Context: an optimization exercise on an open-source flow, tuned for a short achievable clock period and few clock cycles. The choices shown serve that exercise and are no tape-out recipe. Where RTL was checked, it was by simulation tests only, not by an equivalence proof against the original. No activity file was given, so power comes from the tool's default toggle rates.

==> branch sierra: inputs <==
==> flow/design.v <==
module smm #(parameter N = 16, parameter LN = 4)
          (input clk, reset,
           input [7:0] readdata,
           output we,
           output [15:0] address,
           output [7:0] writedata);
  reg s_f, s_hi, s_lo, s_ld, s_st;
  reg k_ld, k_st;           
  reg [4:0] kj;             
  reg [15:0] PC;            
  reg [15:0] A;             
  reg [7:0] H;              
  reg [7:0] AC, R;
  reg zq;                   
  reg we_q;
  reg hq;                   
  reg [4:0] kq;             
  reg [15:0] tq;            
  reg hzq;                  
  reg [N-1:0] E;            
  reg [N-1:0] cv;
  reg [15:0] ctag [0:N-1];
  reg [22:0] cdat [0:N-1];  
  reg [LN-1:0] ptr;
  reg [N-1:0] R1, R3;       
  reg [N*N-1:0] ST;         
  function [15:0] add16(input [15:0] a, b, input cin);
    reg [15:0] g, p, pp;
    integer k, s;
    begin
      g = a & b;
      p = a ^ b;
      pp = p;
      g[0] = g[0] | (p[0] & cin);
      for (s = 1; s < 16; s = s * 2)
        for (k = 15; k >= s; k = k - 1) begin
          g[k] = g[k] | (pp[k] & g[k-s]);
          pp[k] = pp[k] & pp[k-s];
        end
      add16 = p ^ {g[14:0], cin};
    end
  endfunction
  wire [7:0] op = readdata;
  wire valid = (op[7:4] == 4'h0);
  wire z = zq;
  wire o_ld = valid & (op[3:0] == 4'h1);
  wire o_st = valid & (op[3:0] == 4'h2);
  wire o_jp = valid & (op[3:0] == 4'h5);
  wire o_jz = valid & (op[3:0] == 4'h6);
  wire o_jn = valid & (op[3:0] == 4'h7);
  wire three = o_ld | o_st | o_jp | (o_jz & z) | (o_jn & ~z);
  wire nt = (o_jz & ~z) | (o_jn & z);
  wire simple = valid & ~three & ~nt;
  wire c_ld = kq[0];
  wire c_tk = kq[2] | (kq[3] & z) | (kq[4] & ~z);
  wire [7:0] r_add, r_sub, r_inc, r_and, r_or, r_xor, r_not;
  wire z_r, z_add, z_sub, z_inc, z_and, z_or, z_xor, z_not;
  smm_alu alu(.ac(AC), .r(R), .add(r_add), .sub(r_sub), .inc(r_inc),
              .and_(r_and), .or_(r_or), .xor_(r_xor), .not_(r_not),
              .z_r(z_r), .z_add(z_add), .z_sub(z_sub), .z_inc(z_inc),
              .z_and(z_and), .z_or(z_or), .z_xor(z_xor), .z_not(z_not));
  reg [7:0] acs;
  reg zs;
  always @(*)
    case (op[3:0])
      4'h4: begin acs = R;     zs = z_r;   end
      4'h8: begin acs = r_add; zs = z_add; end
      4'h9: begin acs = r_sub; zs = z_sub; end
      4'hA: begin acs = r_inc; zs = z_inc; end
      4'hB: begin acs = 8'h00; zs = 1'b1;  end
      4'hC: begin acs = r_and; zs = z_and; end
      4'hD: begin acs = r_or;  zs = z_or;  end
      4'hE: begin acs = r_xor; zs = z_xor; end
      4'hF: begin acs = r_not; zs = z_not; end
      default: begin acs = AC; zs = zq;    end
    endcase
  wire [16*N-1:0] tags;
  wire [16*N-1:0] addrs;
  wire [23*N-1:0] dats;
  genvar g;
  generate
    for (g = 0; g < N; g = g + 1) begin : pk
      assign tags[16*g +: 16] = ctag[g];
      assign addrs[16*g +: 16] = cdat[g][15:0];
      assign dats[23*g +: 23] = cdat[g];
    end
  endgenerate
  wire [15:0] PC1 = add16(PC, 16'd1, 1'b0);
  wire [15:0] PC3 = add16(PC, 16'd3, 1'b0);
  wire haz = we_q & hzq;
  wire [N-1:0] rt;
  smm_row #(N) rowt(.e(E), .st(ST), .row(rt));
  wire h1, h3, ht;
  wire [22:0] d1, d3, dt;
  wire [N-1:0] m1 = R1 & cv;
  wire [N-1:0] m3 = R3 & cv & {N{~haz}};
  wire [N-1:0] mt = rt & cv;
  smm_sel #(N) l1(.m(m1), .dats(dats), .hit(h1), .d(d1));
  smm_sel #(N) l3(.m(m3), .dats(dats), .hit(h3), .d(d3));
  smm_sel #(N) lt(.m(mt), .dats(dats), .hit(ht), .d(dt));
  wire [15:0] a1 = (h1 & d1[21]) ? d1[15:0] : PC1;
  wire [15:0] a3 = (h3 & d3[21]) ? d3[15:0] : PC3;
  wire [15:0] at = (ht & dt[21]) ? dt[15:0] : tq;
  wire sel_t = s_f & hq & c_tk;
  wire sel_1 = s_f & ~hq & ~nt;
  wire lhit = sel_t ? ht : (sel_1 ? h1 : h3);
  wire [22:0] ldat = sel_t ? dt : (sel_1 ? d1 : d3);
  wire [N-1:0] lm = sel_t ? mt : (sel_1 ? m1 : m3);
  wire [15:0] anext = sel_t ? at : (sel_1 ? a1 : a3);
  wire [15:0] npc = sel_t ? tq : (sel_1 ? PC1 : PC3);
  wire [N-1:0] q_t1, q_t3, q_p2, q_p3, q_p4, q_p6;
  smm_cmp #(N) ct1(.tags(tags), .a(add16(tq, 16'd1, 1'b0)), .m(q_t1));
  smm_cmp #(N) ct3(.tags(tags), .a(add16(tq, 16'd3, 1'b0)), .m(q_t3));
  smm_cmp #(N) cp2(.tags(tags), .a(add16(PC, 16'd2, 1'b0)), .m(q_p2));
  smm_cmp #(N) cp3(.tags(tags), .a(PC3), .m(q_p3));
  smm_cmp #(N) cp4(.tags(tags), .a(add16(PC, 16'd4, 1'b0)), .m(q_p4));
  smm_cmp #(N) cp6(.tags(tags), .a(add16(PC, 16'd6, 1'b0)), .m(q_p6));
  wire r_1 = s_f & ~hq & simple;
  wire r_w = (s_f & ~hq & three) | s_hi | s_lo;
  wire [N-1:0] fmask = s_lo ? ~({{(N-1){1'b0}}, 1'b1} << ptr) : {N{1'b1}};
  wire [N-1:0] r1n = (sel_t ? q_t1 : (r_1 ? q_p2 : q_p4)) & fmask;
  wire [N-1:0] r3n = (sel_t ? q_t3 : (r_1 ? q_p4 : (r_w ? q_p3 : q_p6))) & fmask;
  wire [15:0] jt = {H, readdata};
  wire [N-1:0] col, rown;
  smm_cmp #(N) cc(.tags(addrs), .a(PC), .m(col));
  smm_cmp #(N) cr(.tags(tags), .a(jt), .m(rown));
  wire self = (jt == PC);
  wire [15:0] jd = add16(jt, ~PC, 1'b1);
  wire hzf = k_st & (jd[15:3] == 13'd0) & ((jd[2:0] == 3'd3) | (jd[2:0] == 3'd4) | (jd[2:0] == 3'd5));
  wire [15:0] Am1 = add16(A, 16'hFFFF, 1'b0);
  wire [15:0] Am2 = add16(A, 16'hFFFE, 1'b0);
  reg [N-1:0] inv;
  integer i, j;
  always @(*)
    for (i = 0; i < N; i = i + 1)
      inv[i] = we_q & ((ctag[i] == A) | (ctag[i] == Am1) | (ctag[i] == Am2));
  wire use_l = (s_f & (hq | simple | nt)) | s_ld | s_st;
  wire fill = s_lo;
  always @(posedge clk, posedge reset)
    if (reset) begin
      s_f <= 1'b1; s_hi <= 1'b0; s_lo <= 1'b0; s_ld <= 1'b0; s_st <= 1'b0;
      k_ld <= 1'b0; k_st <= 1'b0; kj <= 5'd0;
      PC <= 16'h0000; A <= 16'h0000; H <= 8'h00;
      AC <= 8'h00; R <= 8'h00; zq <= 1'b1; we_q <= 1'b0;
      hq <= 1'b0; kq <= 5'd0; tq <= 16'h0000; E <= {N{1'b0}}; hzq <= 1'b0;
      cv <= {N{1'b0}}; ptr <= {LN{1'b0}};
      R1 <= {N{1'b0}}; R3 <= {N{1'b0}};
    end else begin
      s_f <= (s_f & (hq | simple | nt)) | (s_lo & ~k_ld & ~k_st) | s_ld | s_st;
      s_hi <= s_f & ~hq & three;
      s_lo <= s_hi;
      s_ld <= s_lo & k_ld;
      s_st <= s_lo & k_st;
      we_q <= (s_lo & k_st) | (use_l & lhit & ldat[17]);
      if (s_f & ~hq & three) begin
        k_ld <= o_ld;
        k_st <= o_st;
        kj <= {o_jn, o_jz, o_jp, o_st, o_ld};
      end
      if (s_lo & ~k_ld & ~k_st) begin
        R1 <= {N{1'b0}};
        R3 <= {N{1'b0}};
      end else begin
        R1 <= r1n;
        R3 <= r3n;
      end
      if (use_l) begin
        hq <= lhit;
        kq <= ldat[20:16];
        tq <= ldat[15:0];
        hzq <= ldat[22];
        E <= lm;
        PC <= npc;
        A <= anext;
      end else if (s_f & ~hq & three) begin
        A <= PC1;
      end else if (s_hi) begin
        A <= add16(PC, 16'd2, 1'b0);
      end else if (s_lo) begin
        hq <= 1'b0;
        hzq <= hzf;
        A <= jt;
        if (~k_ld & ~k_st) PC <= jt;
      end
      if (s_hi) H <= readdata;
      if (s_f & ~hq & simple) begin
        AC <= acs;
        zq <= zs;
      end else if (s_ld | (s_f & hq & c_ld)) begin
        AC <= readdata;
        zq <= (readdata == 8'h00);
      end
      if (s_f & ~hq & simple & (op[3:0] == 4'h3)) R <= AC;
      for (i = 0; i < N; i = i + 1)
        cv[i] <= (fill & (ptr == i)) | (cv[i] & ~inv[i]);
      if (fill) ptr <= ptr + 1'b1;
    end
  always @(posedge clk)
    if (fill) begin
      ctag[ptr] <= PC;
      cdat[ptr] <= {hzf, kj[1] | kj[0], kj, jt};
      for (i = 0; i < N; i = i + 1)
        for (j = 0; j < N; j = j + 1)
          if (i == ptr && j == ptr) ST[N*i+j] <= self;
          else if (i == ptr) ST[N*i+j] <= rown[j];
          else if (j == ptr) ST[N*i+j] <= col[i];
    end
  assign we = we_q;
  assign address = A;
  assign writedata = AC;
endmodule
module smm_alu(input [7:0] ac, r,
               output [7:0] add, sub, inc, and_, or_, xor_, not_,
               output z_r, z_add, z_sub, z_inc, z_and, z_or, z_xor, z_not);
  function [7:0] add8(input [7:0] a, b, input cin);
    reg [7:0] g, p, pp;
    integer k, s;
    begin
      g = a & b;
      p = a ^ b;
      pp = p;
      g[0] = g[0] | (p[0] & cin);
      for (s = 1; s < 8; s = s * 2)
        for (k = 7; k >= s; k = k - 1) begin
          g[k] = g[k] | (pp[k] & g[k-s]);
          pp[k] = pp[k] & pp[k-s];
        end
      add8 = p ^ {g[6:0], cin};
    end
  endfunction
  assign add = add8(ac, r, 1'b0);
  assign sub = add8(ac, ~r, 1'b1);
  assign inc = add8(ac, 8'd0, 1'b1);
  assign and_ = ac & r;
  assign or_ = ac | r;
  assign xor_ = ac ^ r;
  assign not_ = ~ac;
  assign z_r = (r == 8'h00);
  assign z_add = ((ac ^ r) == {ac[6:0] | r[6:0], 1'b0});
  assign z_sub = (ac == r);
  assign z_inc = (ac == 8'hFF);
  assign z_and = ((ac & r) == 8'h00);
  assign z_or = ((ac | r) == 8'h00);
  assign z_xor = (ac == r);
  assign z_not = (ac == 8'hFF);
endmodule
module smm_cmp #(parameter N = 16)
               (input [16*N-1:0] tags, input [15:0] a, output [N-1:0] m);
  genvar g;
  generate
    for (g = 0; g < N; g = g + 1) begin : c
      assign m[g] = (tags[16*g +: 16] == a);
    end
  endgenerate
endmodule
module smm_row #(parameter N = 16)
               (input [N-1:0] e, input [N*N-1:0] st, output reg [N-1:0] row);
  integer i;
  always @(*) begin
    row = {N{1'b0}};
    for (i = 0; i < N; i = i + 1)
      row = row | ({N{e[i]}} & st[N*i +: N]);
  end
endmodule
module smm_sel #(parameter N = 16)
               (input [N-1:0] m, input [23*N-1:0] dats,
                output hit, output reg [22:0] d);
  integer i;
  assign hit = |m;
  always @(*) begin
    d = 23'd0;
    for (i = 0; i < N; i = i + 1)
      d = d | ({23{m[i]}} & dats[23*i +: 23]);
  end
endmodule
==> flow/run.sh <==
#!/bin/bash
# synth_recipe.tcl (not shown) runs the flow's synth.tcl, then flattens the netlist and writes it again
# the make line also repeats each setting of config.mk as NAME=value (left out here)
make -C /OpenROAD-flow-scripts/flow DESIGN_CONFIG=/design/flow/config.mk WORK_HOME=/design/flow/orfs CLKGATE_MAP_FILE= SYNTH_SCRIPT=/design/flow/synth_recipe.tcl finish
==> flow/config.mk <==
export PLATFORM = sky130hd
export DESIGN_NAME = smm
export DESIGN_NICKNAME = smm
export VERILOG_FILES = /design/flow/design.v
export SDC_FILE = /design/flow/constraint.sdc
export NUM_CORES = 4
export LEC_CHECK = 0
export CAP_MARGIN = 20
export CORE_MARGIN = 2
export CORE_UTILIZATION = 40
export PLACE_DENSITY = 0.6
export SETUP_SLACK_MARGIN = 3.0
export SLEW_MARGIN = 20
export SYNTH_HIERARCHICAL = 1
export TNS_END_PERCENT = 100
==> flow/constraint.sdc <==
create_clock -name core_clock -period 5.0 [get_ports {clk}]
set_input_delay 1.0000 -clock core_clock [delete_from_list [all_inputs] [get_ports {clk}]]
set_output_delay 1.0000 -clock core_clock [all_outputs]
set_load 0.01 [all_outputs]
==> inputs of branch tundra, as changes to branch sierra <==
==> flow/design.v, changed modules only <==
module smm #(parameter N = 16, parameter LN = 4)
          (input clk, reset,
           input [7:0] readdata,
           output we,
           output [15:0] address,
           output [7:0] writedata);
  reg s_f, s_hi, s_lo, s_ld, s_st;
  reg k_ld, k_st;           
  reg [4:0] kj;             
  reg [15:0] PC;            
  reg [15:0] PC1, PC3;      
  reg [15:0] A;             
  reg [7:0] H;              
  reg [7:0] AC, R;
  reg zq;                   
  reg we_q;
  reg hq;                   
  reg [4:0] kq;             
  reg [15:0] tq;            
  reg [N-1:0] cv;
  reg [15:0] ctag [0:N-1];
  reg [21:0] cdat [0:N-1];  
  reg [LN-1:0] ptr;
  wire [7:0] op = readdata;
  wire valid = (op[7:4] == 4'h0);
  wire z = zq;
  wire o_ld = valid & (op[3:0] == 4'h1);
  wire o_st = valid & (op[3:0] == 4'h2);
  wire o_jp = valid & (op[3:0] == 4'h5);
  wire o_jz = valid & (op[3:0] == 4'h6);
  wire o_jn = valid & (op[3:0] == 4'h7);
  wire three = o_ld | o_st | o_jp | (o_jz & z) | (o_jn & ~z);
  wire nt = (o_jz & ~z) | (o_jn & z);
  wire simple = valid & ~three & ~nt;
  wire c_ld = kq[0];
  wire c_tk = kq[2] | (kq[3] & z) | (kq[4] & ~z);
  wire [7:0] r_add, r_sub, r_inc, r_and, r_or, r_xor, r_not;
  wire z_r, z_add, z_sub, z_inc, z_and, z_or, z_xor, z_not;
  smm_alu alu(.ac(AC), .r(R), .add(r_add), .sub(r_sub), .inc(r_inc),
              .and_(r_and), .or_(r_or), .xor_(r_xor), .not_(r_not),
              .z_r(z_r), .z_add(z_add), .z_sub(z_sub), .z_inc(z_inc),
              .z_and(z_and), .z_or(z_or), .z_xor(z_xor), .z_not(z_not));
  reg [7:0] acs;
  reg zs;
  always @(*)
    case (op[3:0])
      4'h4: begin acs = R;     zs = z_r;   end
      4'h8: begin acs = r_add; zs = z_add; end
      4'h9: begin acs = r_sub; zs = z_sub; end
      4'hA: begin acs = r_inc; zs = z_inc; end
      4'hB: begin acs = 8'h00; zs = 1'b1;  end
      4'hC: begin acs = r_and; zs = z_and; end
      4'hD: begin acs = r_or;  zs = z_or;  end
      4'hE: begin acs = r_xor; zs = z_xor; end
      4'hF: begin acs = r_not; zs = z_not; end
      default: begin acs = AC; zs = zq;    end
    endcase
  wire [16*N-1:0] tags;
  wire [22*N-1:0] dats;
  genvar g;
  generate
    for (g = 0; g < N; g = g + 1) begin : pk
      assign tags[16*g +: 16] = ctag[g];
      assign dats[22*g +: 22] = cdat[g];
    end
  endgenerate
  wire haz;
  smm_haz hz(.a(A), .b(PC3), .we(we_q), .haz(haz));
  wire h1, h3, ht;
  wire [21:0] d1, d3, dt;
  smm_look #(N) l1(.tags(tags), .v(cv), .dats(dats), .a(PC1), .kill(1'b0), .hit(h1), .d(d1));
  smm_look #(N) l3(.tags(tags), .v(cv), .dats(dats), .a(PC3), .kill(haz), .hit(h3), .d(d3));
  smm_look #(N) lt(.tags(tags), .v(cv), .dats(dats), .a(tq), .kill(1'b0), .hit(ht), .d(dt));
  wire [15:0] a1 = (h1 & d1[21]) ? d1[15:0] : PC1;
  wire [15:0] a3 = (h3 & d3[21]) ? d3[15:0] : PC3;
  wire [15:0] at = (ht & dt[21]) ? dt[15:0] : tq;
  wire sel_t = s_f & hq & c_tk;
  wire sel_1 = s_f & ~hq & ~nt;
  wire lhit = sel_t ? ht : (sel_1 ? h1 : h3);
  wire [21:0] ldat = sel_t ? dt : (sel_1 ? d1 : d3);
  wire [15:0] anext = sel_t ? at : (sel_1 ? a1 : a3);
  wire [15:0] npc = sel_t ? tq : (sel_1 ? PC1 : PC3);
  wire [15:0] Am1 = A - 16'd1;
  wire [15:0] Am2 = A - 16'd2;
  reg [N-1:0] inv;
  integer i;
  always @(*)
    for (i = 0; i < N; i = i + 1)
      inv[i] = we_q & ((ctag[i] == A) | (ctag[i] == Am1) | (ctag[i] == Am2));
  wire use_l = (s_f & (hq | simple | nt)) | s_ld | s_st;
  wire fill = s_lo;
  wire [15:0] jt = {H, readdata};
  always @(posedge clk, posedge reset)
    if (reset) begin
      s_f <= 1'b1; s_hi <= 1'b0; s_lo <= 1'b0; s_ld <= 1'b0; s_st <= 1'b0;
      k_ld <= 1'b0; k_st <= 1'b0; kj <= 5'd0;
      PC <= 16'h0000; PC1 <= 16'h0001; PC3 <= 16'h0003;
      A <= 16'h0000; H <= 8'h00;
      AC <= 8'h00; R <= 8'h00; zq <= 1'b1; we_q <= 1'b0;
      hq <= 1'b0; kq <= 5'd0; tq <= 16'h0000;
      cv <= {N{1'b0}}; ptr <= {LN{1'b0}};
    end else begin
      s_f <= (s_f & (hq | simple | nt)) | (s_lo & ~k_ld & ~k_st) | s_ld | s_st;
      s_hi <= s_f & ~hq & three;
      s_lo <= s_hi;
      s_ld <= s_lo & k_ld;
      s_st <= s_lo & k_st;
      we_q <= (s_lo & k_st) | (use_l & lhit & ldat[17]);
      if (s_f & ~hq & three) begin
        k_ld <= o_ld;
        k_st <= o_st;
        kj <= {o_jn, o_jz, o_jp, o_st, o_ld};
      end
      if (use_l) begin
        hq <= lhit;
        kq <= ldat[20:16];
        tq <= ldat[15:0];
        PC <= npc;
        PC1 <= sel_t ? tq + 16'd1 : (sel_1 ? PC + 16'd2 : PC + 16'd4);
        PC3 <= sel_t ? tq + 16'd3 : (sel_1 ? PC + 16'd4 : PC + 16'd6);
        A <= anext;
      end else if (s_f & ~hq & three) begin
        A <= PC1;
      end else if (s_hi) begin
        A <= PC + 16'd2;
      end else if (s_lo) begin
        hq <= 1'b0;
        A <= jt;
        if (~k_ld & ~k_st) begin
          PC <= jt;
          PC1 <= jt + 16'd1;
          PC3 <= jt + 16'd3;
        end
      end
      if (s_hi) H <= readdata;
      if (s_f & ~hq & simple) begin
        AC <= acs;
        zq <= zs;
      end else if (s_ld | (s_f & hq & c_ld)) begin
        AC <= readdata;
        zq <= (readdata == 8'h00);
      end
      if (s_f & ~hq & simple & (op[3:0] == 4'h3)) R <= AC;
      for (i = 0; i < N; i = i + 1)
        cv[i] <= (fill & (ptr == i)) | (cv[i] & ~inv[i]);
      if (fill) ptr <= ptr + 1'b1;
    end
  always @(posedge clk)
    if (fill) begin
      ctag[ptr] <= PC;
      cdat[ptr] <= {kj[1] | kj[0], kj, jt};
    end
  assign we = we_q;
  assign address = A;
  assign writedata = AC;
endmodule
module smm_alu(input [7:0] ac, r,
               output [7:0] add, sub, inc, and_, or_, xor_, not_,
               output z_r, z_add, z_sub, z_inc, z_and, z_or, z_xor, z_not);
  assign add = ac + r;
  assign sub = ac - r;
  assign inc = ac + 8'd1;
  assign and_ = ac & r;
  assign or_ = ac | r;
  assign xor_ = ac ^ r;
  assign not_ = ~ac;
  assign z_r = (r == 8'h00);
  assign z_add = ((ac ^ r) == {ac[6:0] | r[6:0], 1'b0});
  assign z_sub = (ac == r);
  assign z_inc = (ac == 8'hFF);
  assign z_and = ((ac & r) == 8'h00);
  assign z_or = ((ac | r) == 8'h00);
  assign z_xor = (ac == r);
  assign z_not = (ac == 8'hFF);
endmodule
module smm_haz(input [15:0] a, b, input we, output haz);
  wire [15:0] d = a - b;
  assign haz = we & (d[15:2] == 14'd0) & (d[1:0] != 2'd3);
endmodule
module smm_look #(parameter N = 16)
                (input [16*N-1:0] tags, input [N-1:0] v,
                 input [22*N-1:0] dats, input [15:0] a, input kill,
                 output hit, output reg [21:0] d);
  reg [N-1:0] m;
  integer i;
  always @(*) begin
    d = 22'd0;
    for (i = 0; i < N; i = i + 1) begin
      m[i] = v[i] & (tags[16*i +: 16] == a);
      d = d | ({22{m[i]}} & dats[22*i +: 22]);
    end
  end
  assign hit = (|m) & ~kill;
endmodule
// module smm_cmp removed
// module smm_row removed
// module smm_sel removed
- ABC_CLOCK_PERIOD_IN_PS: default -> 2000
==> notes <==
Between branch tundra and branch sierra, the lower flip-flop and latch count is in branch tundra (gap 290).
Critical path depth: branch tundra is lower than branch sierra (4).
In branch tundra the die area is lower than in branch sierra, by about 30%.
Synthesized cell count: branch tundra is lower than branch sierra (about 18%).
Between branch sierra and branch tundra, the lower clock power is in branch tundra (gap about 40%, measured against branch tundra).
Between branch tundra and branch sierra, the lower non-clock buffer count is in branch tundra (gap 729).
Testbench counts of branch tundra, summed over its fixed seeds: cycles 46,254.
No functional check of the RTL was part of branch sierra.

==> re-timing with driven ports <==
How much do the figures lean on ideal ports? The routed layouts below were timed once more, with nothing changed but the port constraints.
Step 1, drivers: a clkbuf_16 drives clk and a buf_2 each remaining input, both assumed.
Step 2, shift: input delay + t, output delay - t, t = (earliest + latest rising clock arrival at the registers) / 2. This alone moves slack from input paths to output paths.
Three values: ideal, step 1, step 2; two values: the first two.
run	t, ns	slack for setup (ns)	worst register clock-pin slew, ns	cell pins on the clock port's net
branch sierra	0.930	1.089 / 1.089 / 0.985	0.08 / 0.08	1
branch tundra	0.813	1.094 / 1.094 / 1.094	0.07 / 0.07	1
After both steps every run listed still meets setup and hold. For branch sierra, which loses most, drivers alone change the setup slack by 0.000 ns; drivers and shift together by -0.104 ns.
